Source: an optimization exercise on an open RTL-to-GDS flow (aim: small area). Production flows keep margins and buffers that such runs may drop. The RTL was checked by simulation tests, not by an equivalence proof against the original design. No activity file was given, so power comes from the tool's default toggle rates.

<file path="flow/run.sh">
#!/bin/bash
# synth_recipe.tcl (not shown) runs the flow's synth.tcl, then flattens the netlist and writes it again
# the make line also repeats each setting of config.mk as NAME=value (left out here)
make -C /OpenROAD-flow-scripts/flow DESIGN_CONFIG=/design/flow/config.mk WORK_HOME=/design/flow/orfs CLKGATE_MAP_FILE= SYNTH_SCRIPT=/design/flow/synth_recipe.tcl finish
</file>
<file path="flow/config.mk">
export PLATFORM = sky130hd
export DESIGN_NAME = linked_list_fsm
export DESIGN_NICKNAME = linked_list_fsm
export VERILOG_FILES = /design/flow/design.v
export SDC_FILE = /design/flow/constraint.sdc
export NUM_CORES = 4
export LEC_CHECK = 0
export CAP_MARGIN = 20
export CORE_MARGIN = 2
export CORE_UTILIZATION = 40
export CTS_BUF_LIST = sky130_fd_sc_hd__clkbuf_4 sky130_fd_sc_hd__clkbuf_8
export CTS_CLUSTER_DIAMETER = 60
export CTS_CLUSTER_SIZE = 30
export SLEW_MARGIN = 20
</file>
<file path="flow/constraint.sdc">
create_clock -name core_clock -period 10.0 [get_ports {clk}]
set_input_delay 2.0000 -clock core_clock [delete_from_list [all_inputs] [get_ports {clk}]]
set_output_delay 2.0000 -clock core_clock [all_outputs]
set_load 0.01 [all_outputs]
</file>
<file path="flow/design.v">
`timescale 1ns / 1ps
module seven_segment_driver(
    input wire clk,
    input wire reset,
    input wire [7:0] data_in,
    output reg [6:0] seg,
    output reg [3:0] an
);
    localparam S_NORMAL_DISPLAY   = 1'b0;
    localparam S_RESET_DISPLAY    = 1'b1;
    parameter FIVE_SECONDS_COUNT = 40;                 
    localparam RST_W = $clog2(FIVE_SECONDS_COUNT+1);
    reg state;
    reg [RST_W-1:0] reset_timer;
    reg [2:0] refresh_counter;                       
    always @(posedge clk) begin
        refresh_counter <= refresh_counter + 1;
        if (reset) begin
            state <= S_RESET_DISPLAY;
            reset_timer <= 0;
            refresh_counter <= 0;                     
        end else if (state == S_RESET_DISPLAY) begin
            if (reset_timer < FIVE_SECONDS_COUNT) begin
                reset_timer <= reset_timer + 1;
            end else begin
                state <= S_NORMAL_DISPLAY; 
            end
        end
    end
    wire [1:0] digit_select = refresh_counter[2:1];
    reg [4:0] digit_data;
    always @(*) begin
        an = 4'b1111;
        digit_data = 5'hF;
        case(digit_select)
            2'b00: begin 
                an = 4'b1110;
                if (state == S_RESET_DISPLAY) digit_data = 5'h10; 
                else                          digit_data = data_in[3:0];
            end
            2'b01: begin 
                an = 4'b1101;
                if (state == S_RESET_DISPLAY) digit_data = 5'h11; 
                else                          digit_data = data_in[7:4];
            end
            2'b10: begin 
                an = 4'b1011;
                if (state == S_RESET_DISPLAY) digit_data = 5'h12; 
                else                          digit_data = 5'hF;
            end
            2'b11: begin
                an = 4'b0111;
                if (state == S_RESET_DISPLAY) digit_data = 5'h13; 
                else                          digit_data = 5'hF;
            end
        endcase
        case(digit_data)
            5'h0: seg = 7'b1000000;
            5'h1: seg = 7'b1111001;
            5'h2: seg = 7'b0100100;
            5'h3: seg = 7'b0110000;
            5'h4: seg = 7'b0011001;
            5'h5: seg = 7'b0010010;
            5'h6: seg = 7'b0000010;
            5'h7: seg = 7'b1111000;
            5'h8: seg = 7'b0000000;
            5'h9: seg = 7'b0010000;
            5'hA: seg = 7'b0001000;
            5'hB: seg = 7'b0000011; 
            5'hC: seg = 7'b1000110; 
            5'hD: seg = 7'b0100001; 
            5'hE: seg = 7'b0000110; 
            5'h10: seg = 7'b0000111; 
            5'h11: seg = 7'b0010010; 
            5'h12: seg = 7'b0101111; 
            5'h13: seg = 7'b0111111;
            default: seg = 7'b1111111;
        endcase
    end
endmodule
module linked_list_fsm #(
    parameter MAX_NODES         = 32,
    parameter MAX_DISPLAY_COUNT = 7,
    parameter TWO_SECONDS_COUNT = 15
)(
    input  wire clk,
    input  wire BTNC,
    input  wire [7:0] SW_data,
    input  wire [2:0] SW_op,
    output reg  LED0,
    output reg  LED1,
    output wire [6:0] seg,
    output wire [3:0] an
);
    localparam [3:0] S_IDLE            = 4'd0,
                     S_INSERT_H        = 4'd1,
                     S_INSERT_T_START  = 4'd2,
                     S_INSERT_T_FIND   = 4'd3,
                     S_INSERT_T_FINISH = 4'd4,
                     S_DELETE_START    = 4'd5,
                     S_DELETE_FIND     = 4'd6,
                     S_DELETE_FINISH   = 4'd7,
                     S_TRAVERSE_START  = 4'd8,
                     S_TRAVERSE_SHOW   = 4'd9,
                     S_ERROR_DISPLAY   = 4'd10;
    reg [7:0] mem [0:31];
    reg [3:0] state, next_state;
    reg [5:0] len;       
    reg [5:0] used;      
    reg [5:0] k;         
    reg [2:0] cnt;       
    reg       is_ovf;
    reg [2:0] prev_op;
    reg op_pending;
    wire op_changed = (SW_op != prev_op);
    always @(posedge clk or posedge BTNC) begin
        if (BTNC) op_pending <= 1'b0;
        else if (op_changed) op_pending <= 1'b1;
        else if (state != S_IDLE) op_pending <= 1'b0;
    end
    always @(posedge clk or posedge BTNC) begin
        if (BTNC) prev_op <= 3'b000;
        else if (op_changed) prev_op <= SW_op;
    end
    wire full    = used[5];
    wire empty   = (len == 6'd0);
    wire at_end  = (k == len);
    wire [7:0] cur = mem[k[4:0]];
    wire match   = (cur == SW_data);
    always @(*) begin
        next_state = state;
        case (state)
            S_IDLE:
                if (op_pending) begin
                    case (SW_op)
                        3'b100: next_state = S_INSERT_H;
                        3'b101: next_state = S_INSERT_T_START;
                        3'b110: next_state = S_DELETE_START;
                        3'b111: next_state = S_TRAVERSE_START;
                        default: next_state = S_IDLE;
                    endcase
                end
            S_INSERT_H:        next_state = full ? S_ERROR_DISPLAY : S_IDLE;
            S_INSERT_T_START:  next_state = full ? S_ERROR_DISPLAY : (empty ? S_INSERT_H : S_INSERT_T_FIND);
            S_INSERT_T_FIND:   next_state = at_end ? S_INSERT_T_FINISH : S_INSERT_T_FIND;
            S_INSERT_T_FINISH: next_state = S_IDLE;
            S_DELETE_START:    next_state = empty ? S_ERROR_DISPLAY : S_DELETE_FIND;
            S_DELETE_FIND:     next_state = (at_end || match) ? S_DELETE_FINISH : S_DELETE_FIND;
            S_DELETE_FINISH:   next_state = at_end ? S_ERROR_DISPLAY : S_IDLE;
            S_TRAVERSE_START:  next_state = empty ? S_IDLE : S_TRAVERSE_SHOW;
            S_TRAVERSE_SHOW:   next_state = at_end ? S_IDLE : S_TRAVERSE_SHOW;
            S_ERROR_DISPLAY:   next_state = ({k[0], cnt} == 4'd15) ? S_IDLE : S_ERROR_DISPLAY;
            default:           next_state = S_IDLE;
        endcase
        LED0 = (state == S_ERROR_DISPLAY) &  is_ovf;
        LED1 = (state == S_ERROR_DISPLAY) & ~is_ovf;
    end
    wire do_head = (state == S_INSERT_H) & ~full;
    wire do_tail = (state == S_INSERT_T_START) & ~full;
    wire do_del  = (state == S_DELETE_FINISH) & ~at_end & match;
    always @(posedge clk or posedge BTNC) begin
        if (BTNC) begin
            state  <= S_IDLE;
            len    <= 6'd0;
            used   <= 6'd0;
            k      <= 6'd0;
            cnt    <= 3'd0;
            is_ovf <= 1'b0;
        end else begin
            state <= next_state;
            if (next_state == S_ERROR_DISPLAY && state != S_ERROR_DISPLAY)
                is_ovf <= (state == S_INSERT_H) | (state == S_INSERT_T_START);
            if (do_head | do_tail) used <= used + 6'd1;
            else if (do_del)       used <= used - 6'd1;
            if (do_head | (state == S_INSERT_T_FINISH)) len <= len + 6'd1;
            else if (do_del)                            len <= len - 6'd1;
            case (state)
                S_INSERT_T_START: k <= 6'd1;
                S_DELETE_START, S_TRAVERSE_START: begin k <= 6'd0; cnt <= 3'd0; end
                S_INSERT_T_FIND:  k <= k + 6'd1;
                S_DELETE_FIND:    if (!(at_end || match)) k <= k + 6'd1;
                S_TRAVERSE_SHOW:  {k, cnt} <= {k, cnt} + 9'd1;
                S_ERROR_DISPLAY:  {k[0], cnt} <= {k[0], cnt} + 4'd1;
                default: ;
            endcase
            if (next_state == S_ERROR_DISPLAY && state != S_ERROR_DISPLAY) begin
                k[0] <= 1'b0;
                cnt  <= 3'd0;
            end
        end
    end
    integer i;
    always @(posedge clk) begin
        for (i = 0; i < 32; i = i + 1) begin
            if (do_head)
                mem[i] <= (i == 0) ? SW_data : mem[(i + 31) % 32];
            else if (do_del && i >= k[4:0])
                mem[i] <= mem[(i + 1) % 32];
            else if (do_tail && i == len[4:0])
                mem[i] <= SW_data;
        end
    end
    wire [7:0] ssd_data = ((state == S_TRAVERSE_SHOW) && !at_end) ? cur : 8'hFF;
    seven_segment_driver display (
        .clk(clk),
        .reset(BTNC),
        .data_in(ssd_data),
        .seg(seg),
        .an(an)
    );
endmodule
</file>
==> metrics.yaml, run 1 <==
tightest_slew_ns: 1.10
yosys-top-cells-area: "edfxtp_1, nand4_1, o31ai_1, a31oi_1, nand2_1"
period_needed_ns: 7.72
syn_area_mm2: 0.0210
dr.pass1.iters: 7
cp_cell_sequence: "buf_4 -> ha_1 -> buf_4 -> nor2_1 -> a211oi_1 -> nor4_4 -> a2111o_1 -> nor4_1 -> a22oi_1 -> inv_1 -> ha_1 -> o311ai_0 -> clkdlybuf4s50_1"
critical-path-slowest-cell: "dfrtp_1"
clk_latency_ns: 0.65
pwr-share-seq_pct: 41.5
r2r_end: "mem[12][7]$_DFFE_PP_"
p_comb_share_pct: 30.8
min_period_over_period_pct: 77.2
crit_family: "buffers and inverters"
hold_viol_final: 0
ys_seq_area_share_pct: 41.2
worstSetupPathType: "reg2out"
min_from: "display.refresh_counter[0]$_SDFF_PP0_"
final_common_cell: "edfxtp_1"
setup_tns_ns: 0
core.rowCount: 83
worstPathRequired_ns: 8.00
grt_usage_pct: 36.5
rsz0062_at_grt: "no"
viasPerCell: 7.25
portBuffers: 25
post-synth-top-area-cell: "edfxtp_1"
first_global_vias: 19385
worst-path-buf-inv: 4
avgSynthCellArea_um2: 8.92
reg2reg_from: "k[1]$_DFFE_PP0P_"
instances_no_fill: 2909
drc: 0
cts_tree: "built"
final_area_mm2: 0.0221
ys_ff_latch: 296
cts-resized-gates: 0
mostFrequentLayoutCells: "edfxtp_1, nand2_1, nor2_1, nand4_1, a31oi_1"
dpl.hpwl_mm: 70.0
die_y_um: 233
p_leak_nw: 7.12
maxCapViolCount: 0
synthFlopType: "edfxtp_1"
place.gp.congestion: 1.08
die_w_um: 233
finish.utilization_pct: 42.8
cp_slowest_stage_delay_ns: 0.81
fin_hold_ws_ns: 0.431
finalSetupViolCount: 0
synth-async-reset-ratio_pct: 10.1
p_int_mw: 2.18
start_kind: "flop"
place_ws_ns: 3.04
syn_inst: 2351
hold_depth: 1
ctsHoldBuffers: 0
pwr-share-clk_pct: 27.6
start_util_pct: 40.6
grt_pass1_wl_mm: 143
cts_buffers: 35
finClkSkew_ns: 0.0438
area_growth_pct: 5.47
end_kind: "primary output"
root_buffer: "clkbuf_8"
h-tree-depth: 2
routed_wl_mm: 101
io-pin-count: 26
worstPathMaxFanout: 26
antenna_found_initial: 6
cts.reportedPaths.clkPinSlew_ns: 0.08
cp_data_arrival_time_ns: 5.72
max_freq_mhz: 130
synth-warning-count: 3
yosysTopAreaCellShare_pct: 36.7
p_switching_mw: 1.40
synth_cell_types: 89
status: "timing/DRC/antenna clean"
clock_path_buffers: 3
synth-edff-count: 256
fp.dieArea_mm2: 0.0543
grt_overflow_total: 0
ant_nets: 0
hold_end: "display.refresh_counter[0]$_SDFF_PP0_"
final_max_slew_viol_count: 0
total_power_mw: 3.58
ir_drop_v: 0.000145
clock_sinks: 296
worst_slack_ns: 2.28
core_mm2: 0.0516
vias: 21097
ff2ff_setup_slack_ns: 3.84
wl_per_cell_um: 34.6
dp.cells: 2841
nNetsFinal: 2234
switching_share_pct: 39.1
pwr_density_cell_mw_per_mm2: 162
fillers: 5067
hp-class: "reg2reg"
place_area_mm2: 0.0213
cts_setup_buffers: 0
drtIter0Drc: 3987
reg2reg_depth: 13
drive_gt1_share_pct: 8.67
relSlewSlack_pct: 25.7
grt_max_degree: 233
routing by layer:
| metal | track usage, % | vias to the layer above | part of all wire (%) |
|---|---|---|---|
| li1 | - | 8819 | - |
| met1 | 49.5 | 10248 | 39 |
| met2 | 53.6 | 1700 | 42 |
| met3 | 8.49 | 322 | 12 |
| met4 | 19.5 | 8 | 6.3 |
| met5 | 0 | - | 0.051 |
worst register-to-register path: cells and delay by family (launching register included):
kind                     cells  cell delay [ns]
AND/OR/NAND/NOR              6             2.63
buffers and inverters        4             1.34
adder cells (fa/ha/maj)      1             0.21
flip-flops                   1             0.81
AO/OA/AOI/OAI                2             0.85
worst max-delay path by stage:
stage / from / end / slack [ns] / cells past startpoint
final: k[1]$_DFFE_PP0P_ / seg[1] / 2.28 / 13
after detailed placement: k[3]$_DFFE_PP0P_ / seg[1] / 3.04 / 10
after global routing: k[1]$_DFFE_PP0P_ / seg[1] / 2.00 / 14
after CTS: k[3]$_DFFE_PP0P_ / seg[1] / 2.35 / 10
after global placement: k[4]$_DFFE_PP0P_ / seg[1] / 3.10 / 12
after floorplan: k[3]$_DFFE_PP0P_ / seg[1] / 4.02 / 18
power groups by stage:
| stage | clock network (mW) | logic, mW | registers (mW) |
|---|---|---|---|
| floorplan | 0 | 0.754 | 1.44 |
| global placement | 0 | 1.05 | 1.51 |
| detailed placement | 0 | 1.06 | 1.51 |
| CTS | 0.992 | 1.07 | 1.48 |
| global route | 1.03 | 1.18 | 1.49 |
| finish | 0.990 | 1.10 | 1.49 |
logic make-up after synthesis:
group,after synthesis,synth area share [%]
xor+xnor,26,1.09
flops,296,41.2
compound gates,657,22.0
buf+inv,299,6.18
mux,81,4.16
simple gates,969,24.0
fa+ha+maj,23,1.44
cell type report:
class / instances / area [um^2] / share of cell area, %
sequential: 296 / 8650 / 39.1
tap: 680 / 851 / 3.85
clock inverter: 23 / 245 / 1.11
timing repair buffer: 72 / 616 / 2.78
clock buffer: 41 / 527 / 2.38
multi-input combinational: 1756 / 11100 / 50.1
antenna: 4 / 10.0 / 0.0453
inverter: 37 / 139 / 0.628
Yosys cell counts (10+ instances only):
| cell type | instances |
|---|---|
| nand3_1 | 74 |
| nand2b_1 | 18 |
| or2_2 | 11 |
| or3_1 | 36 |
| and2_1 | 26 |
| ha_1 | 21 |
| o211ai_1 | 37 |
| buf_1 | 21 |
| xnor2_1 | 16 |
| buf_2 | 40 |
| mux2i_1 | 53 |
| nand4_1 | 164 |
| dfrtp_1 | 30 |
| o22ai_1 | 12 |
| dfxtp_1 | 10 |
| clkbuf_1 | 180 |
| edfxtp_1 | 256 |
| o31ai_1 | 129 |
| nand3b_1 | 25 |
| a31oi_1 | 141 |
| nand2_1 | 224 |
| inv_1 | 37 |
| nor3_1 | 70 |
| a21o_1 | 11 |
| a21oi_1 | 48 |
| buf_6 | 12 |
| o21a_1 | 10 |
| a221o_1 | 53 |
| and3_1 | 22 |
| mux2_2 | 23 |
| nor2_1 | 212 |
| xor2_1 | 10 |
| nor4_1 | 17 |
| nor2b_1 | 10 |
| a22oi_1 | 12 |
| o21ai_0 | 106 |
state kept, by name, indices dropped and copies added (netlist names), 3 cells and up:
signal	count
cnt	3
display.refresh_counter	3
display.reset_timer	6
k	6
len	6
mem	256
prev_op	3
state	4
used	6
==> inputs of run 2 (changes only) <==
--- a/flow/config.mk
+++ b/flow/config.mk
@@ -10,5 +10,2 @@
 export CORE_UTILIZATION = 40
-export CTS_BUF_LIST = sky130_fd_sc_hd__clkbuf_4 sky130_fd_sc_hd__clkbuf_8
-export CTS_CLUSTER_DIAMETER = 60
-export CTS_CLUSTER_SIZE = 30
 export SLEW_MARGIN = 20
==> metrics.yaml, run 2 <==
synth-async-reset-ratio_pct: 10.1
finClkSkew_ns: 0.0212
first_global_vias: 19326
period_needed_ns: 7.67
top_register: "mem"
grt_usage_pct: 36.5
status: "timing/DRC/antenna clean"
grt_pass1_wl_mm: 143
place_ws_ns: 3.04
antenna_found_initial: 5
hp-class: "reg2reg"
dpl.hpwl_mm: 70.0
worstSetupPathType: "reg2out"
relSlewSlack_pct: 25.3
cts_setup_buffers: 0
ant_nets: 0
h-tree-depth: 2
r2r_end: "mem[12][6]$_DFFE_PP_"
post-synth-top-area-cell: "edfxtp_1"
max_freq_mhz: 130
reg2reg_from: "k[3]$_DFFE_PP0P_"
p_int_mw: 2.57
met2_usage_pct: 53.6
hold_viol_final: 0
worstPathMaxFanout: 77
cts.reportedPaths.clkPinSlew_ns: 0.06
endpoint: "seg[1]"
synth_cell_types: 89
met3_usage_pct: 8.77
pwr_density_cell_mw_per_mm2: 177
ff2ff_setup_slack_ns: 3.86
cts_tree: "built"
tightest_slew_ns: 1.11
cp_slowest_stage_delay_ns: 1.10
critical-path-slowest-cell: "dfrtp_4"
drive_gt1_share_pct: 8.31
grtUsageMet1_pct: 49.5
synth_commonest_cells: "edfxtp_1, nand2_1, nor2_1"
nNetsFinal: 2235
drtIter0Drc: 3830
final_common_cell: "edfxtp_1"
die_w_um: 233
root_buffer: "clkbuf_16"
ys_ff_latch: 296
viasPerCell: 7.26
portBuffers: 25
ir_drop_v: 0.000155
cp-startpoint: "k[3]$_DFFE_PP0P_"
core_mm2: 0.0516
p_comb_share_pct: 27.8
grt_busiest_layer: "met2"
largest_register_ffs: 256
cp_data_arrival_time_ns: 5.67
die_y_um: 233
fp.dieArea_mm2: 0.0543
wl_per_cell_um: 34.7
clock_sinks: 296
dr.pass1.iters: 12
yosysTopAreaCellShare_pct: 36.7
start_kind: "flop"
fillers: 5021
routed_wl_mm: 101
grt_overflow_total: 0
io-pin-count: 26
area_growth_pct: 7.50
switching_share_pct: 35.6
vias: 21118
final_max_slew_viol_count: 0
clk_latency_ns: 0.58
avgSynthCellArea_um2: 8.92
reg2reg_depth: 11
core.rowCount: 83
cp_cell_sequence: "nor2b_1 -> and3_1 -> a2111oi_0 -> nand4_1 -> nor4_1 -> a22oi_1 -> inv_1 -> ha_1 -> o311ai_0 -> clkdlybuf4s50_1"
setup_tns_ns: 0
mostFrequentLayoutCells: "edfxtp_1, nand2_1, nor2_1, nand4_1, a31oi_1"
ys_seq_area_share_pct: 41.2
synth-warning-count: 3
cts_buffers: 36
grt_max_degree: 233
pwr-share-clk_pct: 34.9
p_switching_mw: 1.42
syn_area_mm2: 0.0210
maxCapViolCount: 0
clock_path_buffers: 3
yosys-top-cells-area: "edfxtp_1, nand4_1, o31ai_1, a31oi_1, nand2_1"
min_period_over_period_pct: 76.7
start_util_pct: 40.6
drc: 0
end_kind: "primary output"
p_leak_nw: 7.31
worstPathRequired_ns: 8.00
syn_inst: 2351
cts-resized-gates: 0
synth-edff-count: 256
rsz0062_at_grt: "no"
synthFlopType: "edfxtp_1"
min_from: "display.refresh_counter[0]$_SDFF_PP0_"
worst_slack_ns: 2.33
ctsHoldBuffers: 0
place.gp.congestion: 1.08
yosysMostFrequentCell: "edfxtp_1"
pwr-share-seq_pct: 37.3
finalSetupViolCount: 0
run 2: cell types whose count changed in the layout (fill, tap and decap cells not counted), moves of 3 or more:
cell       delta
clkbuf_8     -33
clkbuf_1      +7
clkbuf_4      -6
clkinv_2      +3
inv_8         -4
clkinv_4      -3
clkbuf_16    +38
run 2: power by group through the flow:
| stage | clock network, mW | registers [mW] | logic [mW] |
|---|---|---|---|
| 2_1_floorplan | 0 | 1.44 | 0.754 |
| 3_3_place_gp | 0 | 1.51 | 1.05 |
| 3_5_place_dp | 0 | 1.51 | 1.06 |
| 4_1_cts | 1.39 | 1.49 | 1.07 |
| 5_1_grt | 1.43 | 1.50 | 1.18 |
| 6_report | 1.39 | 1.49 | 1.11 |
run 2: kinds of logic (layout without fill, tap and decap cells):
logic type / after synthesis / count (layout) / synth area share, %
buffers and inverters: 299 / 174 / 6.18
and+or+nand+nor: 969 / 969 / 24.0
other: 0 / 2 / 0
adders and majority gates: 23 / 23 / 1.44
xor gates and xnor gates: 26 / 26 / 1.09
muxes: 81 / 81 / 4.16
AOI/OAI and AO/OA: 657 / 657 / 22.0
DFF: 296 / 296 / 41.2
run 2: cell type report:
cell class                      count  area [um^2]  share of cell area, %
Antenna cell                        2         5.00                 0.0222
Multi-Input combinational cell   1756        11100                   49.1
Timing Repair Buffer               72          616                   2.73
Tap cell                          680          851                   3.77
Clock inverter                     18          199                  0.882
Inverter                           37          139                  0.616
Sequential cell                   296         8650                   38.4
Clock buffer                       47         1000                   4.46
run 2: per-stage QoR:
step	power, mW	util [%]	area [um^2]	hold slack (ns)	std cells
final	3.99	43.7	22500	0.429	2908
after global routing	4.11	43.7	22500	0.455	2906
after CTS	3.95	43.7	22500	0.428	2906
after detailed placement	2.58	41.3	21300	0.420	2841
after global placement	2.56	41.3	21300	0.405	2841
after floorplan	2.19	-	21000	0.397	2351
run 2: worst min-delay path by stage:
| stage | to | cells after the start |
|---|---|---|
| floorplan | display.refresh_counter[0]$_SDFF_PP0_ | 1 |
| global route | display.refresh_counter[0]$_SDFF_PP0_ | 1 |
| detailed placement | display.refresh_counter[0]$_SDFF_PP0_ | 1 |
| finish | display.refresh_counter[0]$_SDFF_PP0_ | 1 |
| CTS | display.refresh_counter[0]$_SDFF_PP0_ | 1 |
| global placement | display.refresh_counter[0]$_SDFF_PP0_ | 1 |
run 2: critical path: cells and delay by family (launching register included):
family / cells / cell delay [ns]
buffers and inverters: 2 / 0.83
AOI/OAI and AO/OA: 3 / 1.29
DFF: 1 / 1.10
and+or+nand+nor: 4 / 1.52
adders and majority gates: 1 / 0.30
run 2: routing by layer:
metal | vias up | routed length [um]
met4 | 4 | 6590
li1 | 8819 | -
met5 | - | 24
met1 | 10250 | 39200
met3 | 337 | 12600
met2 | 1708 | 42600
==> inputs of run 3 (changes only) <==
--- a/flow/design.v
+++ b/flow/design.v
@@ -105,3 +105,2 @@
                      S_ERROR_DISPLAY   = 4'd10;
-    reg [7:0] mem [0:31];
     reg [3:0] state, next_state;
@@ -127,3 +126,3 @@
     wire at_end  = (k == len);
-    wire [7:0] cur = mem[k[4:0]];
+    wire [7:0] cur;
     wire match   = (cur == SW_data);
@@ -191,13 +190,22 @@
     end
-    integer i;
-    always @(posedge clk) begin
-        for (i = 0; i < 32; i = i + 1) begin
-            if (do_head)
-                mem[i] <= (i == 0) ? SW_data : mem[(i + 31) % 32];
-            else if (do_del && i >= k[4:0])
-                mem[i] <= mem[(i + 1) % 32];
-            else if (do_tail && i == len[4:0])
-                mem[i] <= SW_data;
-        end
-    end
+    wire [255:0] q;
+    wire [31:0]  rsel, ge_k, at_len;
+    ll_decode dec_k (.a(k[4:0]), .onehot(rsel), .ge(ge_k));
+    ll_decode dec_len (.a(len[4:0]), .onehot(at_len), .ge());
+    ll_read rdmux (.sel(rsel), .q(q), .d(cur));
+    genvar p;
+    generate
+        for (p = 0; p < 32; p = p + 1) begin : slot
+            ll_slot s (
+                .clk(clk),
+                .sr(do_head),
+                .sl(do_del & ge_k[p]),
+                .sw(do_tail & at_len[p]),
+                .a(p == 0 ? SW_data : q[8*((p+31)%32) +: 8]),
+                .b(q[8*((p+1)%32) +: 8]),
+                .c(SW_data),
+                .q(q[8*p +: 8])
+            );
+        end
+    endgenerate
     wire [7:0] ssd_data = ((state == S_TRAVERSE_SHOW) && !at_end) ? cur : 8'hFF;
@@ -211 +219,36 @@
 endmodule
+module ll_slot (
+    input  wire clk,
+    input  wire sr, sl, sw,
+    input  wire [7:0] a, b, c,
+    output reg  [7:0] q
+);
+    wire sh = ~(sr | sl | sw);
+    always @(posedge clk)
+        q <= ({8{sr}} & a) | ({8{sl}} & b) | ({8{sw}} & c) | ({8{sh}} & q);
+endmodule
+module ll_decode (
+    input  wire [4:0]  a,
+    output wire [31:0] onehot,
+    output wire [31:0] ge
+);
+    genvar i;
+    generate
+        for (i = 0; i < 32; i = i + 1) begin : d
+            assign onehot[i] = (a == i);
+            assign ge[i]     = (i >= a);
+        end
+    endgenerate
+endmodule
+module ll_read (
+    input  wire [31:0]  sel,
+    input  wire [255:0] q,
+    output reg  [7:0]   d
+);
+    integer i;
+    always @(*) begin
+        d = 8'h00;
+        for (i = 0; i < 32; i = i + 1)
+            d = d | ({8{sel[i]}} & q[8*i +: 8]);
+    end
+endmodule
--- a/flow/config.mk
+++ b/flow/config.mk
@@ -11 +11,2 @@
 export SLEW_MARGIN = 20
+export SYNTH_HIERARCHICAL = 1
==> metrics.yaml, run 3 <==
status: "timing/DRC/antenna clean"
drc: 0
maxCapViolCount: 0
root_buffer: "clkbuf_16"
dr.pass1.iters: 14
max_freq_mhz: 129
grt_overflow_total: 0
place.gp.congestion: 1.04
drive_gt1_share_pct: 7.83
clock_sinks: 296
hp-class: "reg2reg"
worstSetupPathType: "reg2out"
relSlewSlack_pct: 31.1
final_max_slew_viol_count: 0
total_power_mw: 3.39
cts_buffers: 36
cts.reportedPaths.clkPinSlew_ns: 0.06
hold_viol_final: 0
area_growth_pct: 3.25
routed_wl_mm: 75.6
cp_slowest_stage_delay_ns: 0.87
start_kind: "flop"
tightest_slew_ns: 1.03
h-tree-depth: 2
grt_pass1_wl_mm: 108
worstPathMaxFanout: 22
clk_latency_ns: 0.57
setup_tns_ns: 0
drtIter0Drc: 4740
first_global_vias: 14921
grt_max_degree: 118
period_needed_ns: 7.73
cts-resized-gates: 0
clock_path_buffers: 3
cts_tree: "built"
critical-path-slowest-cell: "dfrtp_1"
ant_nets: 0
crit_family: "simple AND/OR/NAND/NOR gates"
start_util_pct: 40.7
final_common_cell: "inv_1"
portBuffers: 25
fp.dieArea_mm2: 0.0447
die_y_um: 211
viasPerCell: 6.94
nNetsFinal: 1858
rsz0062_at_grt: "no"
ctsHoldBuffers: 0
syn_area_mm2: 0.0172
io-pin-count: 26
end_kind: "primary output"
pwr_density_cell_mw_per_mm2: 191
vias: 16601
grt_usage_pct: 33.2
top_register: "slot.s.q"
instances_no_fill: 2393
worst-path-buf-inv: 2
cts_setup_buffers: 0
finClkSkew_ns: 0.0283
core_mm2: 0.0422
wl_per_cell_um: 31.6
dp.cells: 2328
avgSynthCellArea_um2: 8.76
largest_register_ffs: 256
synth-warning-count: 10
cpMostUsedCell: "nor2_1"
mostFrequentLayoutCells: "inv_1, dfxtp_1, o21ai_1, a222oi_1, a22oi_1"
cp_data_arrival_time_ns: 5.73
syn_inst: 1963
die_w_um: 211
core.rowCount: 75
p_leak_nw: 8.19
finalSetupViolCount: 0
worstPathRequired_ns: 8.00
min_period_over_period_pct: 77.3
antenna_found_initial: 2
ir_drop_v: 0.000141
dpl.hpwl_mm: 53.5
cp_cell_sequence: "or2_1 -> nor2_1 -> a22oi_1 -> nand4_1 -> or4_1 -> nand2b_1 -> o21ba_4 -> o32ai_4 -> inv_4 -> ha_1 -> mux2_1 -> a21oi_1 -> nor2_1 -> clkdlybuf4s50_1"
[run 3: report_power, final]
| group | switching [mW] | internal, mW |
|---|---|---|
| Sequential | 0.105 | 1.22 |
| Combinational | 0.479 | 0.279 |
| Clock | 0.536 | 0.769 |
| Total | 1.12 | 2.27 |
[run 3: worst paths after layout]
check,start,slack (ns),cells past startpoint,to
max in group asynchronous,BTNC,7.58,3,is_ovf$_DFFE_PP0N_
min in group asynchronous,BTNC,2.12,3,used[1]$_DFFE_PP0P_
max reg2reg,k[2]$_DFFE_PP0P_,4.39,12,slot[26].s.q[4]$_DFF_P_
min reg2reg,display.refresh_counter[0]$_SDFF_PP0_,0.43,1,display.refresh_counter[0]$_SDFF_PP0_
min,display.refresh_counter[0]$_SDFF_PP0_,0.43,1,display.refresh_counter[0]$_SDFF_PP0_
max,k[2]$_DFFE_PP0P_,2.27,14,seg[6]
[run 3: area by class of cell]
type	count	area (um^2)
sequential	296	6080
multi-input combinational	1174	8480
tap	539	674
fill	4184	24500
antenna	2	5.00
timing repair buffer	40	327
clock buffer	48	977
inverter	279	1050
clock inverter	15	170
[run 3: through the flow]
| step | setup WS (ns) | hold slack, ns | instance area, um^2 | utilization (%) |
|---|---|---|---|---|
| 4_1_cts | 2.43 | 0.429 | 17800 | 42.0 |
| 6_report | 2.27 | 0.426 | 17800 | 42.1 |
| 3_3_place_gp | 3.14 | 0.409 | 16600 | 39.3 |
| 2_1_floorplan | 4.72 | 0.399 | 17200 | - |
| 5_1_grt | 2.10 | 0.447 | 17800 | 42.1 |
| 3_5_place_dp | 3.02 | 0.420 | 16600 | 39.3 |
[run 3: metal layers]
metal	vias to the layer above	GRT usage, %	routed length (um)
li1	7190	-	-
met1	7988	46.0	30600
met2	1215	48.9	32000
met3	204	7.82	9300
met4	4	14.6	3660
met5	-	0	27
==> inputs of run 4 (changes only) <==
--- a/flow/design.v
+++ b/flow/design.v
@@ -156,4 +156,4 @@
     end
-    wire do_head = (state == S_INSERT_H) & ~full;
-    wire do_tail = (state == S_INSERT_T_START) & ~full;
+    wire rotate  = (state == S_INSERT_T_FIND);
+    wire do_head = ((state == S_INSERT_H) | ((state == S_INSERT_T_START) & ~empty)) & ~full;
     wire do_del  = (state == S_DELETE_FINISH) & ~at_end & match;
@@ -171,6 +171,8 @@
                 is_ovf <= (state == S_INSERT_H) | (state == S_INSERT_T_START);
-            if (do_head | do_tail) used <= used + 6'd1;
-            else if (do_del)       used <= used - 6'd1;
-            if (do_head | (state == S_INSERT_T_FINISH)) len <= len + 6'd1;
-            else if (do_del)                            len <= len - 6'd1;
+            if (((state == S_INSERT_H) | (state == S_INSERT_T_START)) & ~full)
+                used <= used + 6'd1;
+            else if (do_del)
+                used <= used - 6'd1;
+            if (((state == S_INSERT_H) & ~full) | (state == S_INSERT_T_FINISH)) len <= len + 6'd1;
+            else if (do_del)                                                   len <= len - 6'd1;
             case (state)
@@ -191,6 +193,8 @@
     wire [255:0] q;
-    wire [31:0]  rsel, ge_k, at_len;
-    ll_decode dec_k (.a(k[4:0]), .onehot(rsel), .ge(ge_k));
-    ll_decode dec_len (.a(len[4:0]), .onehot(at_len), .ge());
+    wire [31:0]  rsel, ge_k;
+    wire [4:0]   raddr = rotate ? len[4:0] : k[4:0];
+    ll_decode dec_r (.a(raddr), .onehot(rsel));
+    ll_therm  th_k (.a(k[4:0]), .ge(ge_k));
     ll_read rdmux (.sel(rsel), .q(q), .d(cur));
+    wire shr = do_head | rotate;
     genvar p;
@@ -198,12 +202,17 @@
         for (p = 0; p < 32; p = p + 1) begin : slot
-            ll_slot s (
-                .clk(clk),
-                .sr(do_head),
-                .sl(do_del & ge_k[p]),
-                .sw(do_tail & at_len[p]),
-                .a(p == 0 ? SW_data : q[8*((p+31)%32) +: 8]),
-                .b(q[8*((p+1)%32) +: 8]),
-                .c(SW_data),
-                .q(q[8*p +: 8])
-            );
+            if (p == 0) begin : s0
+                ll_slot0 s (
+                    .clk(clk), .sn(do_head), .sr(rotate), .sl(do_del & ge_k[0]),
+                    .n(SW_data), .r(cur), .b(q[15:8]), .q(q[7:0])
+                );
+            end else if (p == 31) begin : s31
+                ll_slot1 s (
+                    .clk(clk), .sr(shr), .a(q[8*30 +: 8]), .q(q[8*31 +: 8])
+                );
+            end else begin : sm
+                ll_slot2 s (
+                    .clk(clk), .sr(shr), .sl(do_del & ge_k[p]),
+                    .a(q[8*(p-1) +: 8]), .b(q[8*(p+1) +: 8]), .q(q[8*p +: 8])
+                );
+            end
         end
@@ -219,11 +228,30 @@
 endmodule
-module ll_slot (
-    input  wire clk,
-    input  wire sr, sl, sw,
-    input  wire [7:0] a, b, c,
+module ll_slot0 (
+    input  wire clk,
+    input  wire sn, sr, sl,
+    input  wire [7:0] n, r, b,
     output reg  [7:0] q
 );
-    wire sh = ~(sr | sl | sw);
+    wire sh = ~(sn | sr | sl);
     always @(posedge clk)
-        q <= ({8{sr}} & a) | ({8{sl}} & b) | ({8{sw}} & c) | ({8{sh}} & q);
+        q <= ({8{sn}} & n) | ({8{sr}} & r) | ({8{sl}} & b) | ({8{sh}} & q);
+endmodule
+module ll_slot2 (
+    input  wire clk,
+    input  wire sr, sl,
+    input  wire [7:0] a, b,
+    output reg  [7:0] q
+);
+    wire sh = ~(sr | sl);
+    always @(posedge clk)
+        q <= ({8{sr}} & a) | ({8{sl}} & b) | ({8{sh}} & q);
+endmodule
+module ll_slot1 (
+    input  wire clk,
+    input  wire sr,
+    input  wire [7:0] a,
+    output reg  [7:0] q
+);
+    always @(posedge clk)
+        q <= ({8{sr}} & a) | ({8{~sr}} & q);
 endmodule
@@ -231,4 +259,3 @@
     input  wire [4:0]  a,
-    output wire [31:0] onehot,
-    output wire [31:0] ge
+    output wire [31:0] onehot
 );
@@ -238,3 +265,13 @@
             assign onehot[i] = (a == i);
-            assign ge[i]     = (i >= a);
+        end
+    endgenerate
+endmodule
+module ll_therm (
+    input  wire [4:0]  a,
+    output wire [31:0] ge
+);
+    genvar i;
+    generate
+        for (i = 0; i < 32; i = i + 1) begin : d
+            assign ge[i] = (i >= a);
         end
--- a/flow/config.mk
+++ b/flow/config.mk
@@ -10,2 +10,3 @@
 export CORE_UTILIZATION = 40
+export CTS_BUF_LIST = sky130_fd_sc_hd__clkbuf_8
 export SLEW_MARGIN = 20
==> metrics.yaml, run 4 <==
viasPerCell: 6.37
syn_inst: 1565
syn_area_mm2: 0.0158
grt_usage_pct: 28.1
end_kind: "primary output"
start_kind: "flop"
drive_gt1_share_pct: 11.0
hold_viol_final: 0
largestRegisters: "slot.genblk1.sm.s.q x240, slot.s0.s.q x8"
setup_tns_ns: 0
core.rowCount: 72
start_util_pct: 40.7
pwr_density_cell_mw_per_mm2: 221
area_growth_pct: 6.34
antenna_found_initial: 0
worstPathRequired_ns: 8.00
cts_setup_buffers: 0
finClkSkew_ns: 0.0286
top_register: "slot.genblk1.sm.s.q"
relSlewSlack_pct: 27.9
p_leak_nw: 8.28
clock_sinks: 296
min_period_over_period_pct: 85.0
tightest_slew_ns: 1.08
finalSetupViolCount: 0
grt_overflow_total: 0
dpl.hpwl_mm: 43.4
io-pin-count: 26
die_w_um: 203
final_max_slew_viol_count: 0
cts-resized-gates: 0
cts.reportedPaths.clkPinSlew_ns: 0.06
routed_wl_mm: 58.4
die_y_um: 203
place.gp.congestion: 0.986
cts_buffers: 53
vias: 13289
avgSynthCellArea_um2: 10.1
h-tree-depth: 2
synth-warning-count: 12
ctsHoldBuffers: 0
mostFrequentLayoutCells: "dfxtp_1, a21o_1, a22o_1, a22oi_1, nor2_1"
nNetsFinal: 1562
rsz0062_at_grt: "no"
cp_data_arrival_time_ns: 6.50
worst-path-buf-inv: 3
clk_latency_ns: 0.62
crit_family: "simple AND/OR/NAND/NOR gates"
ant_nets: 0
diodes: 0
core_mm2: 0.0388
finish.utilization_pct: 43.3
dr.pass1.iters: 7
fp.dieArea_mm2: 0.0411
grt_max_degree: 93
grt_pass1_wl_mm: 85.9
final_common_cell: "dfxtp_1"
max_freq_mhz: 118
wl_per_cell_um: 28.0
root_buffer: "clkbuf_8"
status: "timing/DRC/antenna clean"
ir_drop_v: 0.000103
cts_tree: "built"
cp_slowest_stage_delay_ns: 0.65
worstPathMaxFanout: 18
fillers: 3769
fin_hold_ws_ns: 0.436
portBuffers: 25
cp_cell_sequence: "nand2_1 -> nor3_2 -> buf_4 -> mux2_2 -> nand2b_1 -> nor2_1 -> a22oi_1 -> nand4_1 -> or4_1 -> or2_2 -> o21ba_2 -> o21bai_2 -> inv_2 -> ha_1 -> nor3_1 -> a32o_2 -> a221oi_1 -> a311o_1 -> clkdlybuf4s50_1"
clock_path_buffers: 3
drc: 0
critical-path-slowest-cell: "dfrtp_1"
first_global_vias: 12481
drtIter0Drc: 1470
largest_register_ffs: 240
maxCapViolCount: 0
hp-class: "reg2reg"
period_needed_ns: 8.50
worstSetupPathType: "reg2out"
-- run 4: area by class of cell --
class / count / area (um^2) / area share, %
Clock inverter: 25 / 133 / 0.790
Timing Repair Buffer: 36 / 353 / 2.10
Sequential cell: 296 / 6160 / 36.6
Tap cell: 518 / 648 / 3.86
Clock buffer: 69 / 950 / 5.65
Multi-Input combinational cell: 1119 / 8480 / 50.5
Inverter: 22 / 82.6 / 0.492
-- run 4: worst register-to-register path, delay by kind of cell (launching register included) --
family	cells	cell delay, ns
simple gates	9	2.84
compound gates	3	0.86
xor+xnor	1	0.19
buf+inv	2	0.69
flops	1	0.65
mux	1	0.40
-- run 4: path summary, 6_finish.rpt --
| check | to | startpoint | slack, ns | cells after the start |
|---|---|---|---|---|
| min reg2reg | display.refresh_counter[0]$_SDFF_PP0_ | display.refresh_counter[0]$_SDFF_PP0_ | 0.44 | 1 |
| min | display.refresh_counter[0]$_SDFF_PP0_ | display.refresh_counter[0]$_SDFF_PP0_ | 0.44 | 1 |
| max | seg[0] | state[1]$_DFF_PP0_ | 1.50 | 19 |
| min in group asynchronous | op_pending$_DFFE_PP0P_ | BTNC | 2.10 | 3 |
| max reg2reg | slot[18].genblk1.sm.s.q[0]$_DFF_P_ | state[1]$_DFF_PP0_ | 4.25 | 16 |
| max in group asynchronous | cnt[2]$_DFFE_PP0P_ | BTNC | 7.58 | 3 |
-- run 4: metal layers --
metal / vias to the layer above / GRT usage, % / part of all wire, %
li1: 5996 / - / -
met1: 6595 / 41.8 / 47
met2: 598 / 40.9 / 42
met3: 100 / 4.40 / 7.4
met4: 0 / 10.1 / 3.4
met5: - / 0 / 0
-- run 4: report_power, final --
group	internal, mW	leakage (nW)	switching, mW
registers	1.32	2.51	0.280
logic	0.368	5.14	0.584
clock network	0.639	0.628	0.517
total	2.33	8.28	1.38
-- run 4: through the flow --
step	worst slack [ns]	cells	power (mW)	area, um^2
global route	1.14	2085	3.88	16800
finish	1.50	2085	3.71	16800
detailed placement	2.20	1990	2.55	15700
global placement	2.28	1990	2.55	15700
floorplan	3.44	1565	2.26	15800
CTS	1.51	2084	3.71	16800
==> inputs of run 5 (changes only) <==
--- a/flow/design.v
+++ b/flow/design.v
@@ -1,2 +1 @@
-`timescale 1ns / 1ps
 module seven_segment_driver(
@@ -11,21 +10,12 @@
     parameter FIVE_SECONDS_COUNT = 40;                 
-    localparam RST_W = $clog2(FIVE_SECONDS_COUNT+1);
     reg state;
-    reg [RST_W-1:0] reset_timer;
-    reg [2:0] refresh_counter;                       
+    reg [5:0] count;
     always @(posedge clk) begin
-        refresh_counter <= refresh_counter + 1;
-        if (reset) begin
+        count <= reset ? 6'd0 : count + 6'd1;
+        if (reset)
             state <= S_RESET_DISPLAY;
-            reset_timer <= 0;
-            refresh_counter <= 0;                     
-        end else if (state == S_RESET_DISPLAY) begin
-            if (reset_timer < FIVE_SECONDS_COUNT) begin
-                reset_timer <= reset_timer + 1;
-            end else begin
-                state <= S_NORMAL_DISPLAY; 
-            end
-        end
-    end
-    wire [1:0] digit_select = refresh_counter[2:1];
+        else if (count == FIVE_SECONDS_COUNT)
+            state <= S_NORMAL_DISPLAY;
+    end
+    wire [1:0] digit_select = count[2:1];
     reg [4:0] digit_data;
@@ -35,15 +25,15 @@
         case(digit_select)
-            2'b00: begin 
+            2'b00: begin
                 an = 4'b1110;
-                if (state == S_RESET_DISPLAY) digit_data = 5'h10; 
+                if (state == S_RESET_DISPLAY) digit_data = 5'h10;
                 else                          digit_data = data_in[3:0];
             end
-            2'b01: begin 
+            2'b01: begin
                 an = 4'b1101;
-                if (state == S_RESET_DISPLAY) digit_data = 5'h11; 
+                if (state == S_RESET_DISPLAY) digit_data = 5'h11;
                 else                          digit_data = data_in[7:4];
             end
-            2'b10: begin 
+            2'b10: begin
                 an = 4'b1011;
-                if (state == S_RESET_DISPLAY) digit_data = 5'h12; 
+                if (state == S_RESET_DISPLAY) digit_data = 5'h12;
                 else                          digit_data = 5'hF;
@@ -52,3 +42,3 @@
                 an = 4'b0111;
-                if (state == S_RESET_DISPLAY) digit_data = 5'h13; 
+                if (state == S_RESET_DISPLAY) digit_data = 5'h13;
                 else                          digit_data = 5'hF;
@@ -68,9 +58,9 @@
             5'hA: seg = 7'b0001000;
-            5'hB: seg = 7'b0000011; 
-            5'hC: seg = 7'b1000110; 
-            5'hD: seg = 7'b0100001; 
-            5'hE: seg = 7'b0000110; 
-            5'h10: seg = 7'b0000111; 
-            5'h11: seg = 7'b0010010; 
-            5'h12: seg = 7'b0101111; 
+            5'hB: seg = 7'b0000011;
+            5'hC: seg = 7'b1000110;
+            5'hD: seg = 7'b0100001;
+            5'hE: seg = 7'b0000110;
+            5'h10: seg = 7'b0000111;
+            5'h11: seg = 7'b0010010;
+            5'h12: seg = 7'b0101111;
             5'h13: seg = 7'b0111111;
@@ -164,9 +154,4 @@
             used   <= 6'd0;
-            k      <= 6'd0;
-            cnt    <= 3'd0;
-            is_ovf <= 1'b0;
         end else begin
             state <= next_state;
-            if (next_state == S_ERROR_DISPLAY && state != S_ERROR_DISPLAY)
-                is_ovf <= (state == S_INSERT_H) | (state == S_INSERT_T_START);
             if (((state == S_INSERT_H) | (state == S_INSERT_T_START)) & ~full)
@@ -177,2 +162,7 @@
             else if (do_del)                                                   len <= len - 6'd1;
+        end
+    end
+    always @(posedge clk) begin
+            if (next_state == S_ERROR_DISPLAY && state != S_ERROR_DISPLAY)
+                is_ovf <= (state == S_INSERT_H) | (state == S_INSERT_T_START);
             case (state)
@@ -180,6 +170,6 @@
                 S_DELETE_START, S_TRAVERSE_START: begin k <= 6'd0; cnt <= 3'd0; end
-                S_INSERT_T_FIND:  k <= k + 6'd1;
-                S_DELETE_FIND:    if (!(at_end || match)) k <= k + 6'd1;
-                S_TRAVERSE_SHOW:  {k, cnt} <= {k, cnt} + 9'd1;
-                S_ERROR_DISPLAY:  {k[0], cnt} <= {k[0], cnt} + 4'd1;
+                S_INSERT_T_FIND:  k <= inc[8:3];
+                S_DELETE_FIND:    if (!(at_end || match)) k <= inc[8:3];
+                S_TRAVERSE_SHOW:  {k, cnt} <= inc;
+                S_ERROR_DISPLAY:  {k[0], cnt} <= inc[3:0];
                 default: ;
@@ -190,11 +180,13 @@
             end
-        end
-    end
+    end
+    wire step_k = (state == S_INSERT_T_FIND) | (state == S_DELETE_FIND);
+    wire [8:0] inc = {k, cnt | {3{step_k}}} + 9'd1;
     wire [255:0] q;
-    wire [31:0]  rsel, ge_k;
+    wire [31:0]  rsel;
     wire [4:0]   raddr = rotate ? len[4:0] : k[4:0];
     ll_decode dec_r (.a(raddr), .onehot(rsel));
-    ll_therm  th_k (.a(k[4:0]), .ge(ge_k));
     ll_read rdmux (.sel(rsel), .q(q), .d(cur));
     wire shr = do_head | rotate;
+    wire [31:0] sl, sh;
+    ll_sel sel (.a(k[4:0]), .shr(shr), .del(do_del), .sl(sl), .sh(sh));
     genvar p;
@@ -204,3 +196,3 @@
                 ll_slot0 s (
-                    .clk(clk), .sn(do_head), .sr(rotate), .sl(do_del & ge_k[0]),
+                    .clk(clk), .sn(do_head), .sr(rotate), .sl(sl[0]), .sh(sh[0]),
                     .n(SW_data), .r(cur), .b(q[15:8]), .q(q[7:0])
@@ -213,3 +205,3 @@
                 ll_slot2 s (
-                    .clk(clk), .sr(shr), .sl(do_del & ge_k[p]),
+                    .clk(clk), .sr(shr), .sl(sl[p]), .sh(sh[p]),
                     .a(q[8*(p-1) +: 8]), .b(q[8*(p+1) +: 8]), .q(q[8*p +: 8])
@@ -230,3 +222,3 @@
     input  wire clk,
-    input  wire sn, sr, sl,
+    input  wire sn, sr, sl, sh,
     input  wire [7:0] n, r, b,
@@ -234,3 +226,2 @@
 );
-    wire sh = ~(sn | sr | sl);
     always @(posedge clk)
@@ -240,3 +231,3 @@
     input  wire clk,
-    input  wire sr, sl,
+    input  wire sr, sl, sh,
     input  wire [7:0] a, b,
@@ -244,3 +235,2 @@
 );
-    wire sh = ~(sr | sl);
     always @(posedge clk)
@@ -265,13 +255,2 @@
             assign onehot[i] = (a == i);
-        end
-    endgenerate
-endmodule
-module ll_therm (
-    input  wire [4:0]  a,
-    output wire [31:0] ge
-);
-    genvar i;
-    generate
-        for (i = 0; i < 32; i = i + 1) begin : d
-            assign ge[i] = (i >= a);
         end
@@ -291 +270,16 @@
 endmodule
+module ll_sel (
+    input  wire [4:0]  a,
+    input  wire        shr,
+    input  wire        del,
+    output wire [31:0] sl,
+    output wire [31:0] sh
+);
+    genvar i;
+    generate
+        for (i = 0; i < 32; i = i + 1) begin : d
+            assign sl[i] = del & (i >= a);
+            assign sh[i] = ~(shr | sl[i]);
+        end
+    endgenerate
+endmodule
--- a/flow/config.mk
+++ b/flow/config.mk
@@ -9,4 +9,6 @@
 export CORE_MARGIN = 2
-export CORE_UTILIZATION = 40
-export CTS_BUF_LIST = sky130_fd_sc_hd__clkbuf_8
+export CORE_UTILIZATION = 45
+export CTS_BUF_LIST = sky130_fd_sc_hd__clkbuf_16
+export CTS_CLUSTER_DIAMETER = 80
+export CTS_CLUSTER_SIZE = 22
 export SLEW_MARGIN = 20
==> metrics.yaml, run 5 <==
status: "timing/DRC/antenna clean"
top_register: "slot.genblk1.sm.s.q"
crit_family: "simple AND/OR/NAND/NOR gates"
area_growth_pct: 2.51
avgSynthCellArea_um2: 9.50
p_leak_nw: 7.11
period_needed_ns: 8.70
h-tree-depth: 1
hold_viol_final: 0
grt_max_degree: 198
drive_gt1_share_pct: 6.32
core_mm2: 0.0325
worstPathRequired_ns: 8.00
largest_register_ffs: 240
nNetsFinal: 1481
drtIter0Drc: 3456
relSlewSlack_pct: 23.3
grt_overflow_total: 0
dr.pass1.iters: 14
synth-warning-count: 12
dpl.hpwl_mm: 42.4
largestRegisters: "slot.genblk1.sm.s.q x240, slot.s0.s.q x8"
cp_data_arrival_time_ns: 6.70
viasPerCell: 6.98
drc: 0
cp_slowest_stage_delay_ns: 0.67
critical-path-slowest-cell: "dfrtp_1"
ff_latch_area_mm2: 0.00611
routed_wl_mm: 56.7
worstPathMaxFanout: 17
maxCapViolCount: 0
root_buffer: "clkbuf_16"
core.rowCount: 66
min_period_over_period_pct: 87.0
final_area_mm2: 0.0151
setup_tns_ns: 0
finalSetupViolCount: 0
cp_cell_sequence: "nand2_1 -> nor3_4 -> mux2_2 -> nand2b_1 -> nor2_1 -> a22oi_1 -> nand4_1 -> or4_1 -> or2_2 -> or3_4 -> o311ai_4 -> inv_1 -> ha_1 -> nor3b_1 -> a2111oi_0 -> a221oi_1 -> clkdlybuf4s50_1"
cts-resized-gates: 0
syn_area_mm2: 0.0148
hp-class: "reg2reg"
portBuffers: 25
die_y_um: 185
cts_buffers: 18
place_area_mm2: 0.0146
io-pin-count: 26
cts.reportedPaths.clkPinSlew_ns: 0.10
grt_usage_pct: 32.6
worst-path-buf-inv: 2
clock_sinks: 293
vias: 13238
first_global_vias: 11725
cts_setup_buffers: 0
grt_pass1_wl_mm: 82.2
final_common_cell: "inv_1"
instances_no_fill: 1897
mostFrequentLayoutCells: "inv_1, dfxtp_1, a222oi_1, a22oi_1, nor2_1"
dp.cells: 1869
finClkSkew_ns: 0.0295
ctsHoldBuffers: 0
syn_inst: 1554
wl_per_cell_um: 29.9
cts_tree: "built"
final_max_slew_viol_count: 0
max_freq_mhz: 115
fillers: 3157
tightest_slew_ns: 1.14
place.gp.congestion: 1.04
fp.dieArea_mm2: 0.0343
worstSetupPathType: "reg2out"
pwr_density_cell_mw_per_mm2: 201
end_kind: "primary output"
clk_latency_ns: 0.54
start_kind: "flop"
ir_drop_v: 0.000127
diodes: 0
fin_hold_ws_ns: 0.476
start_util_pct: 45.5
die_w_um: 185
ant_nets: 0
clock_path_buffers: 3
antenna_found_initial: 1
rsz0062_at_grt: "no"
multi_input_area_mm2: 0.00661
## run 5: through the flow
step / utilization [%] / total power [mW] / setup WS [ns]
after floorplan: - / 2.10 / 3.48
after CTS: 46.6 / 3.03 / 1.10
after global placement: 45.0 / 2.25 / 1.82
after detailed placement: 45.0 / 2.26 / 1.70
final: 46.6 / 3.04 / 1.30
after global routing: 46.6 / 3.18 / 0.904
## run 5: metal layers
layer	vias up	GRT usage [%]	part of all wire [%]
met1	6527	49.3	44
met3	84	5.60	12
met2	869	47.4	42
met5	-	0	0
li1	5758	-	-
met4	0	8.54	2.8
## run 5: worst paths after layout
kind	startpoint	endpoint	slack (ns)	depth (start not counted)
setup / recovery	state[1]$_DFF_PP0_	seg[0]	1.30	17
hold / removal	display.count[0]$_SDFF_PP0_	display.count[0]$_SDFF_PP0_	0.48	1
setup reg to reg	state[1]$_DFF_PP0_	slot[9].genblk1.sm.s.q[6]$_DFF_P_	2.32	18
hold reg to reg	display.count[0]$_SDFF_PP0_	display.count[0]$_SDFF_PP0_	0.48	1
max in group asynchronous	BTNC	len[1]$_DFFE_PP0P_	7.29	2
min in group asynchronous	BTNC	prev_op[2]$_DFFE_PP0P_	2.16	2
## run 5: final cells by class
cell class,instances,share of cell area (%)
inverter,259,6.42
multi-input combinational,838,43.7
clock inverter,8,0.397
sequential,293,40.3
timing repair buffer,38,2.38
clock buffer,19,3.14
tap,442,3.65
## run 5: report_power, final
part,leakage (nW),internal [mW],switching (mW)
clock network,0.277,0.352,0.430
logic,4.36,0.287,0.652
registers,2.47,1.24,0.0868
==> inputs of run 6 (changes only) <==
--- a/flow/design.v
+++ b/flow/design.v
@@ -3,2 +3,3 @@
     input wire reset,
+    input wire show,
     input wire [7:0] data_in,
@@ -20,50 +21,40 @@
     wire [1:0] digit_select = count[2:1];
-    reg [4:0] digit_data;
+    wire [3:0] nib = digit_select[0] ? data_in[7:4] : data_in[3:0];
+    wire       nib_on = show & ~digit_select[1];
     always @(*) begin
-        an = 4'b1111;
-        digit_data = 5'hF;
-        case(digit_select)
-            2'b00: begin
-                an = 4'b1110;
-                if (state == S_RESET_DISPLAY) digit_data = 5'h10;
-                else                          digit_data = data_in[3:0];
-            end
-            2'b01: begin
-                an = 4'b1101;
-                if (state == S_RESET_DISPLAY) digit_data = 5'h11;
-                else                          digit_data = data_in[7:4];
-            end
-            2'b10: begin
-                an = 4'b1011;
-                if (state == S_RESET_DISPLAY) digit_data = 5'h12;
-                else                          digit_data = 5'hF;
-            end
-            2'b11: begin
-                an = 4'b0111;
-                if (state == S_RESET_DISPLAY) digit_data = 5'h13;
-                else                          digit_data = 5'hF;
-            end
+        case (digit_select)
+            2'b00: an = 4'b1110;
+            2'b01: an = 4'b1101;
+            2'b10: an = 4'b1011;
+            default: an = 4'b0111;
         endcase
-        case(digit_data)
-            5'h0: seg = 7'b1000000;
-            5'h1: seg = 7'b1111001;
-            5'h2: seg = 7'b0100100;
-            5'h3: seg = 7'b0110000;
-            5'h4: seg = 7'b0011001;
-            5'h5: seg = 7'b0010010;
-            5'h6: seg = 7'b0000010;
-            5'h7: seg = 7'b1111000;
-            5'h8: seg = 7'b0000000;
-            5'h9: seg = 7'b0010000;
-            5'hA: seg = 7'b0001000;
-            5'hB: seg = 7'b0000011;
-            5'hC: seg = 7'b1000110;
-            5'hD: seg = 7'b0100001;
-            5'hE: seg = 7'b0000110;
-            5'h10: seg = 7'b0000111;
-            5'h11: seg = 7'b0010010;
-            5'h12: seg = 7'b0101111;
-            5'h13: seg = 7'b0111111;
-            default: seg = 7'b1111111;
-        endcase
+        if (state == S_RESET_DISPLAY) begin
+            case (digit_select)
+                2'b00: seg = 7'b0000111;
+                2'b01: seg = 7'b0010010;
+                2'b10: seg = 7'b0101111;
+                default: seg = 7'b0111111;
+            endcase
+        end else if (!nib_on) begin
+            seg = 7'b1111111;
+        end else begin
+            case (nib)
+                4'h0: seg = 7'b1000000;
+                4'h1: seg = 7'b1111001;
+                4'h2: seg = 7'b0100100;
+                4'h3: seg = 7'b0110000;
+                4'h4: seg = 7'b0011001;
+                4'h5: seg = 7'b0010010;
+                4'h6: seg = 7'b0000010;
+                4'h7: seg = 7'b1111000;
+                4'h8: seg = 7'b0000000;
+                4'h9: seg = 7'b0010000;
+                4'hA: seg = 7'b0001000;
+                4'hB: seg = 7'b0000011;
+                4'hC: seg = 7'b1000110;
+                4'hD: seg = 7'b0100001;
+                4'hE: seg = 7'b0000110;
+                default: seg = 7'b1111111;
+            endcase
+        end
     end
@@ -201,3 +192,3 @@
                 ll_slot1 s (
-                    .clk(clk), .sr(shr), .a(q[8*30 +: 8]), .q(q[8*31 +: 8])
+                    .clk(clk), .sr(shr), .sh(sh[31]), .a(q[8*30 +: 8]), .q(q[8*31 +: 8])
                 );
@@ -211,3 +202,2 @@
     endgenerate
-    wire [7:0] ssd_data = ((state == S_TRAVERSE_SHOW) && !at_end) ? cur : 8'hFF;
     seven_segment_driver display (
@@ -215,3 +205,4 @@
         .reset(BTNC),
-        .data_in(ssd_data),
+        .show((state == S_TRAVERSE_SHOW) && !at_end),
+        .data_in(cur),
         .seg(seg),
@@ -240,3 +231,3 @@
     input  wire clk,
-    input  wire sr,
+    input  wire sr, sh,
     input  wire [7:0] a,
@@ -245,3 +236,3 @@
     always @(posedge clk)
-        q <= ({8{sr}} & a) | ({8{~sr}} & q);
+        q <= ({8{sr}} & a) | ({8{sh}} & q);
 endmodule
@@ -261,10 +252,27 @@
     input  wire [255:0] q,
-    output reg  [7:0]   d
-);
+    output wire [7:0]   d
+);
+    wire [8*11-1:0] gn;
+    genvar g;
+    generate
+        for (g = 0; g < 10; g = g + 1) begin : grp
+            ll_rd3 r (.s(sel[3*g +: 3]), .q(q[24*g +: 24]), .n(gn[8*g +: 8]));
+        end
+    endgenerate
+    ll_rd3 r10 (.s({1'b0, sel[31:30]}), .q({8'h00, q[255:240]}), .n(gn[80 +: 8]));
     integer i;
+    reg [7:0] acc;
     always @(*) begin
-        d = 8'h00;
-        for (i = 0; i < 32; i = i + 1)
-            d = d | ({8{sel[i]}} & q[8*i +: 8]);
-    end
+        acc = 8'h00;
+        for (i = 0; i < 11; i = i + 1)
+            acc = acc | ~gn[8*i +: 8];
+    end
+    assign d = acc;
+endmodule
+module ll_rd3 (
+    input  wire [2:0]  s,
+    input  wire [23:0] q,
+    output wire [7:0]  n
+);
+    assign n = ~(({8{s[0]}} & q[7:0]) | ({8{s[1]}} & q[15:8]) | ({8{s[2]}} & q[23:16]));
 endmodule
==> metrics.yaml, run 6 <==
grt_usage_pct: 24.1
relSlewSlack_pct: 26.6
p_leak_nw: 7.01
routed_wl_mm: 41.6
worst_slack_ns: 1.73
clock_sinks: 293
cts_setup_buffers: 0
largestRegisters: "slot.genblk1.sm.s.q x240, slot.s0.s.q x8, slot.genblk1.s31.s.q x8"
max_freq_mhz: 121
root_buffer: "clkbuf_16"
dpl.hpwl_mm: 29.9
die_w_um: 184
min_period_over_period_pct: 82.7
drtIter0Drc: 3219
final_common_cell: "a222oi_1"
dp.cells: 1799
rsz0062_at_grt: "no"
ctsHoldBuffers: 0
cp-startpoint: "state[1]$_DFF_PP0_"
ir_drop_v: 0.000136
largest_register_ffs: 240
vias: 12604
syn_inst: 1515
period_needed_ns: 8.27
synth-warning-count: 12
portBuffers: 25
r2r_end: "slot[5].genblk1.sm.s.q[6]$_DFF_P_"
clk_latency_ns: 0.52
instances_no_fill: 1829
fin_hold_ws_ns: 0.468
maxCapViolCount: 0
final_max_slew_viol_count: 0
antenna_found_initial: 0
ant_nets: 0
place_area_mm2: 0.0143
nNetsFinal: 1451
drive_gt1_share_pct: 5.12
syn_area_mm2: 0.0145
diodes: 0
tightest_slew_ns: 1.09
worstSetupPathType: "reg2out"
clock_path_buffers: 3
status: "timing/DRC/antenna clean"
hp-class: "reg2reg"
reg2reg_depth: 18
place.gp.congestion: 0.902
finClkSkew_ns: 0.0202
drc: 0
area_growth_pct: 2.42
endpoint: "seg[6]"
total_power_mw: 3.29
grt_overflow_total: 0
fp.dieArea_mm2: 0.0337
reg2reg_from: "state[1]$_DFF_PP0_"
setup_tns_ns: 0
wl_met1_mm: 18.4
h-tree-depth: 1
cts_tree: "built"
met2WireLength_mm: 19.0
start_util_pct: 45.8
finalSetupViolCount: 0
viasPerCell: 6.89
end_kind: "primary output"
dr.pass1.iters: 14
met3_length_mm: 3.15
grt_max_degree: 281
first_global_vias: 11305
fillers: 3026
start_kind: "flop"
cts-resized-gates: 0
worstPathRequired_ns: 8.00
finish.utilization_pct: 46.9
grt_pass1_wl_mm: 65.8
wl_per_cell_um: 22.8
io-pin-count: 26
place_ws_ns: 2.34
pwr_density_cell_mw_per_mm2: 222
core_mm2: 0.0316
cp_data_arrival_time_ns: 6.27
ff2ff_setup_slack_ns: 2.72
top_register: "slot.genblk1.sm.s.q"
mostFrequentLayoutCells: "a222oi_1, dfxtp_1, inv_1, nor2_1, nand2_1"
maxUsedRoutingLayer: "met4"
worstPathMaxFanout: 18
final_area_mm2: 0.0149
cts_buffers: 18
avgSynthCellArea_um2: 9.57
die_y_um: 184
hold_viol_final: 0
cts.reportedPaths.clkPinSlew_ns: 0.08
core.rowCount: 65
## run 6: cell types whose count changed in the layout (fill, tap and decap cells not counted), moves of 9 or more
cell	delta
a222oi_1	+88
a22oi_1	-124
conb_1	+9
mux2_2	-9
nand2_1	+16
nand4_1	-13
or3_1	+11
xnor2_1	+9
xor2_1	-9
## run 6: worst max-delay path: stages (launching register included)
cell	delay, ns
dfrtp_1	0.72
nand2_4	0.14
or3_1	0.47
inv_2	0.29
nand2_1	0.08
o21ai_0	0.18
nand2b_1	0.40
nor2_1	0.22
a222oi_1	0.45
nand4_1	0.17
or3_1	0.47
mux2i_1	0.65
ha_1	0.39
o311ai_0	0.32
a21oi_1	0.07
nor2_1	0.14
clkdlybuf4s50_1	0.55
## run 6: worst min path at each step
stage,from,to,slack (ns),cells after the start
after floorplan,display.count[0]$_SDFF_PP0_,display.count[0]$_SDFF_PP0_,0.43,1
after global placement,display.count[0]$_SDFF_PP0_,display.count[0]$_SDFF_PP0_,0.45,1
after detailed placement,display.count[0]$_SDFF_PP0_,display.count[0]$_SDFF_PP0_,0.46,1
after CTS,display.count[0]$_SDFF_PP0_,display.count[0]$_SDFF_PP0_,0.48,1
after global routing,display.count[0]$_SDFF_PP0_,display.count[0]$_SDFF_PP0_,0.53,1
final,display.count[0]$_SDFF_PP0_,display.count[0]$_SDFF_PP0_,0.47,1
## run 6: per-layer routing
layer	track usage, %	vias up
met3	2.32	66
met1	35.1	6209
met5	0	-
li1	-	5711
met2	38.0	618
met4	6.43	0
## run 6: layout make-up
class                   count  area [um^2]  share of cell area, %
multi-input cells         813         6470                   43.6
flip-flops and latches    293         6030                   40.6
inverters                 258          968                   6.52
well taps                 402          503                   3.39
clock buffers              19          475                   3.20
repair buffers             35          353                   2.38
clock inverters             9         56.3                  0.379
## run 6: where the power goes
part           internal [mW]  switching [mW]
clock network          0.350           0.413
logic                  0.366           0.728
registers               1.29           0.148

## port drivers added, routing unchanged
The flow's constraints put no driver on any port. The routed layouts listed below were extracted and timed again, unchanged, in two steps.
Step 1, drivers: a clkbuf_16 drives clk and a buf_2 each remaining input, both assumed.
Step 2, shift: input delay + t, output delay - t, t = (earliest + latest rising clock arrival at the registers) / 2. This alone moves slack from input paths to output paths.
a / b / c = ideal / step 1 / step 2; a / b = the first two.
run | t (ns) | setup slack, ns | latest minus earliest clock arrival (ns) | worst slew at a driven data input, ns
run 1 | 0.686 | 2.279 / 2.218 / 2.905 | 0.044 / 0.043 | 0.06
run 2 | 0.631 | 2.331 / 2.266 / 2.897 | 0.022 / 0.021 | 0.06
run 3 | 0.609 | 2.270 / 2.212 / 2.822 | 0.028 / 0.029 | 0.03
run 4 | 0.658 | 1.496 / 1.445 / 2.103 | 0.028 / 0.028 | 0.04
run 5 | 0.572 | 1.297 / 1.245 / 1.817 | 0.029 / 0.030 | 0.05
run 6 | 0.566 | 1.734 / 1.683 / 2.249 | 0.020 / 0.020 | 0.06
After both steps setup and hold are still met in every run listed.
